This design comes from an exercise in tuning for small area, a short achievable clock period and few clock cycles on the open sky130 flow, not from production work.
Function was checked by simulation only, so behaviour that the tests miss may differ from the original.
Power figures rest on the tool's default switching activity, not on a simulated workload.

red:
Design top, start of the top module:
module top (
	input		start,
	input		reset,
	input 	clk,
	input			load,
	input	[5:0]	load_addr,
	input	[7:0]	a_data,
	input	[7:0]	b_data,
	input	[5:0]	c_addr,
	output reg		done,
	output	[18:0]	c_data
	);
Settings: LEC_CHECK=0, CAP_MARGIN=20, CORE_MARGIN=2, CORE_UTILIZATION=40, SETUP_SLACK_MARGIN=2.0, SLEW_MARGIN=20; clock period 7.0 ns.
run.sh (not shown) runs the stock make flow with config.mk's settings and CLKGATE_MAP_FILE= SYNTH_SCRIPT=/design/flow/synth_recipe.tcl, a recipe that flattens the netlist after the stock synthesis.
Per the final summary, red finished and its layout is clean on timing, DRC and antenna.
Testbench counts of red, summed over its fixed seeds: cycles 3,680.
The inputs of blue differ from those of red as listed below.
- SETUP_SLACK_MARGIN now 1.4, was 2.0
- CTS_CLUSTER_DIAMETER now 90, previously not set
- CTS_CLUSTER_SIZE now 28, previously not set
==> flow/flow/run.sh (new file) <==
#!/bin/bash
# The standard layout, with Yosys's synth run without its early ABC pass
# (-noabc). That pass remaps the compressor tree before extract_fa and leaves
# inverters between the full-adder cells; the flow's own later ABC pass still
# maps all remaining logic. Everything else is the standard flow.
set -euo pipefail
bash standard.sh SYNTH_ARGS=-noabc finish > standard_flow.log 2>&1
==> flow/standard.sh (new file) <==
#!/bin/bash
# synth_recipe.tcl (not shown) runs the flow's synth.tcl, then flattens the netlist and writes it again
# the make line also repeats each setting of config.mk as NAME=value (left out here)
make -C /OpenROAD-flow-scripts/flow DESIGN_CONFIG=/design/flow/config.mk WORK_HOME=/design/flow/orfs CLKGATE_MAP_FILE= SYNTH_SCRIPT=/design/flow/synth_recipe.tcl "${@:-finish}"
removed: flow/run.sh
==> summary.txt <==
blue has area growth from synthesis to final layout below what red had.
End of the critical path: q32 -> red, c_data[15] -> blue
Higher met2 wirelength from detailed routing goes to red over blue.
Compared with red, the detailed router inserted fewer vias in blue.
Relative to red, the number of CTS-inserted buffers measured on blue has decreased by more than half.
Relative contribution of sequential cells to total power, red and blue, lower one = red.
## Diff of input files: green against blue
- SETUP_SLACK_MARGIN: 1.4 -> 1.2
- PLACE_DENSITY: unset -> 0.68
- CORE_UTILIZATION: 40 -> 55
### Flow results
Re sequential share of layout area: green is 2.8 points up on blue.
The slowest stage cell on the critical path comes out sky130_fd_sc_hd__fa_2 in one run and sky130_fd_sc_hd__fa_1 in the other, namely in blue and green respectively.
Sort green and blue by total inserted antenna cells, ascending, and blue comes first.
The highest routed metal layer comes out met4 in one run and met5 in the other, namely in blue and green respectively.
When the final numbers for green and blue were put side by side, the share of power burned in combinational logic turned out to be greater in blue.
Diff blue -> green: count of inserted tapcells decreased 782, global-route wire length before repair lost 9.3 mm, maximum level of the CTS H-tree held steady, total number of multi-input combinational cells saw little to no change, final-layout non-clock buffer area share down 1.8 points.
--- input diff green..orange ---
- ABC_AREA now 1, previously not set
- PLACE_DENSITY no longer set, was 0.68
- SETUP_SLACK_MARGIN now 1.0, was 1.2
- CORE_UTILIZATION now 40, was 55
==> flow/flow/run.sh <==
#!/bin/bash
# The standard layout with two changes to how it is made:
#  - Yosys's synth runs without its early ABC pass (-noabc), which otherwise
#    remaps the compressor tree before extract_fa and leaves inverters between
#    the full-adder cells (the flow's later ABC pass still maps the rest);
#  - the port buffers that placement inserts on every input and output are
#    buf_4 cells instead of the delay cells buffer_ports picks by default.
# Everything else, from floorplan to the final DEF, is the standard flow.
set -euo pipefail
bash standard.sh SYNTH_ARGS=-noabc "BUFFER_PORTS_ARGS=-buffer_cell sky130_fd_sc_hd__buf_4" finish > standard_flow.log 2>&1
[summary]
orange and green ended up with roughly the same sequential cell area fraction in the yosys report.
The met2 demand-to-capacity share in global routing in orange sits 15 points below the value recorded for green.
Changes observed in orange relative to green: setup slack now sits lower; routed via count shows an increase of 3.8%; total net switching power now larger; die footprint higher.
Sequential share of layout area sits higher in orange than in green.
The count of buffer and inverter cells on the critical path of orange is higher than that of green.


top again, from the RTL that the note above started with.
Settings: LEC_CHECK=0, CAP_MARGIN=20, CORE_MARGIN=2, CORE_UTILIZATION=40, CTS_CLUSTER_DIAMETER=90, CTS_CLUSTER_SIZE=28, SETUP_SLACK_MARGIN=1.0, SLEW_MARGIN=20; clock period 7.0 ns.
Stock flow here: none of the scripts above is used.
Testbench counts at the start, summed over its fixed seeds: cycles 3,680.
Edit:
==> flow/flow/run.sh (new file) <==
#!/bin/bash
# The standard layout with two changes to how it is made:
#  - Yosys's synth runs without its early ABC pass (-noabc), which otherwise
#    remaps the compressor tree before extract_fa and leaves inverters between
#    the full-adder cells (the flow's later ABC pass still maps the rest);
#  - the port buffers that placement inserts on every input and output are
#    buf_4 cells instead of the delay cells buffer_ports picks by default.
# Everything else, from floorplan to the final DEF, is the standard flow.
set -euo pipefail
bash standard.sh SYNTH_ARGS=-noabc "BUFFER_PORTS_ARGS=-buffer_cell sky130_fd_sc_hd__buf_4" finish > standard_flow.log 2>&1
==> flow/standard.sh (new file) <==
#!/bin/bash
# synth_recipe.tcl (not shown) runs the flow's synth.tcl, then flattens the netlist and writes it again
# the make line also repeats each setting of config.mk as NAME=value (left out here)
make -C /OpenROAD-flow-scripts/flow DESIGN_CONFIG=/design/flow/config.mk WORK_HOME=/design/flow/orfs CLKGATE_MAP_FILE= SYNTH_SCRIPT=/design/flow/synth_recipe.tcl "${@:-finish}"
Settings changed: ABC_AREA from default to 1, CORE_UTILIZATION 40 to 55, PLACE_DENSITY from default to 0.68, SETUP_SLACK_MARGIN 1.0 to 1.2.
removed: flow/run.sh
After rerunning: Setup slack improved by 0.28 ns; clock-buffer cell count climbs by 10; combinational power shrinks by about 9%; die area went down by 27%; area after synthesis hardly moves; design area shrinks by 5.1%.
Edit:
Settings changed: CORE_UTILIZATION 55 to 50, PLACE_DENSITY 0.68 to 0.64, SETUP_SLACK_MARGIN 1.2 to 1.5.
After rerunning: The changed run completed with no timing, DRC or antenna violations; design area went up by 1.7%; maximum frequency came out higher by 4.5%; worst setup slack improved by 0.25 ns; routed wire length came out higher by 3.5%; clock skew is lower by 0.017 ns; first-iteration DRC count falls by 2.9%; die area went up by 9.9%; clock power increases by about 0.9%; total power rose by 3.3%; via count stays flat; utilization drops by 4.5 points.
Edit:
==> flow/flow/run.sh (replaced) <==
#!/bin/bash
# The standard layout, with Yosys's synth run without its early ABC pass
# (-noabc). That pass remaps the compressor tree before extract_fa and leaves
# inverters between the full-adder cells; the flow's own later ABC pass still
# maps all remaining logic. Everything else is the standard flow.
set -euo pipefail
bash standard.sh SYNTH_ARGS=-noabc finish > standard_flow.log 2>&1
Settings changed: ABC_AREA 1 to default, CORE_UTILIZATION 50 to 40, PLACE_DENSITY 0.64 to default, SETUP_SLACK_MARGIN 1.5 to 1.0.
Power stays flat.
Synthesized area barely changes.
First-iteration DRC count fell by 8.6%.
Sequential power stays flat.
Clock-buffer cell count falls by 2.
Worst hold slack degrades by 0.016 ns.
Combinational power stays flat.
Cell area increases by 2.3%.
Edit:
==> flow/flow/run.sh (replaced) <==
#!/bin/bash
# The standard layout with two changes to how it is made:
#  - Yosys's synth runs without its early ABC pass (-noabc), which otherwise
#    remaps the compressor tree before extract_fa and leaves inverters between
#    the full-adder cells (the flow's later ABC pass still maps the rest);
#  - the port buffers that placement inserts on every input and output are
#    buf_4 cells instead of the delay cells buffer_ports picks by default.
# Everything else, from floorplan to the final DEF, is the standard flow.
set -euo pipefail
bash standard.sh SYNTH_ARGS=-noabc "BUFFER_PORTS_ARGS=-buffer_cell sky130_fd_sc_hd__buf_4" finish > standard_flow.log 2>&1
Settings changed: ABC_AREA from default to 1, CORE_UTILIZATION 40 to 55, PLACE_DENSITY from default to 0.68, SETUP_SLACK_MARGIN 1.0 to 2.0.
Effect:
- register-to-register slack improves by 0.71 ns
- synthesized cell count is higher by about 30%
- final cell count went up by about 9%
- design area rose by about 3.5%
- core utilization is higher by 19 points
- total power increases by 7.2%
- wire length shrinks by 1.8%
- sequential power stays flat
- non-clock buffer count fell by 46

-- static timing again, ports no longer ideal --
How much do the figures lean on ideal ports? The routed layouts below were timed once more, with nothing changed but the port constraints. Step 1 sets driving cells, clkbuf_16 on the clock port and buf_2 on the other inputs (assumed; they add their load-dependent delay and slew). Step 2 also shifts input and output timing later by t, the mid clock arrival at the registers, as if the neighbouring blocks saw the same clock. a / b / c = ideal / step 1 / step 2; a / b = the first two.
run | t (ns) | setup WS [ns] | worst setup path after step 2 | latest minus earliest clock arrival (ns) | worst register clock-pin slew, ns
red | 0.955 | 1.285 / 1.260 / 0.327 | input to register | 0.045 / 0.044 | 0.07 / 0.07
blue | 0.872 | 1.177 / 1.087 / 0.336 | input to register | 0.052 / 0.052 | 0.11 / 0.11
green | 0.822 | 1.192 / 1.150 / 0.329 | input to register | 0.060 / 0.059 | 0.12 / 0.12
orange | 0.844 | 1.115 / 1.117 / 0.274 | input to register | 0.073 / 0.073 | 0.11 / 0.11
the first run of note 2 | 0.853 | 0.998 / 1.029 / 0.176 | input to register | 0.074 / 0.073 | 0.11 / 0.11
the second run of note 2 | 0.824 | 1.282 / 1.336 / 0.513 | input to register | 0.050 / 0.049 | 0.11 / 0.11
the third run of note 2 | 0.832 | 1.528 / 1.567 / 0.735 | input to register | 0.042 / 0.042 | 0.11 / 0.11
the fourth run of note 2 | 0.862 | 1.030 / 1.020 / 0.198 | input to register | 0.078 / 0.078 | 0.11 / 0.11
the fifth run of note 2 | 0.834 | 1.652 / 1.534 / 0.700 | input to register | 0.071 / 0.071 | 0.11 / 0.11
After both steps every run listed still meets setup and hold. The setup slack of red, which loses most, moves by -0.025 ns with the drivers and by -0.958 ns with both steps.
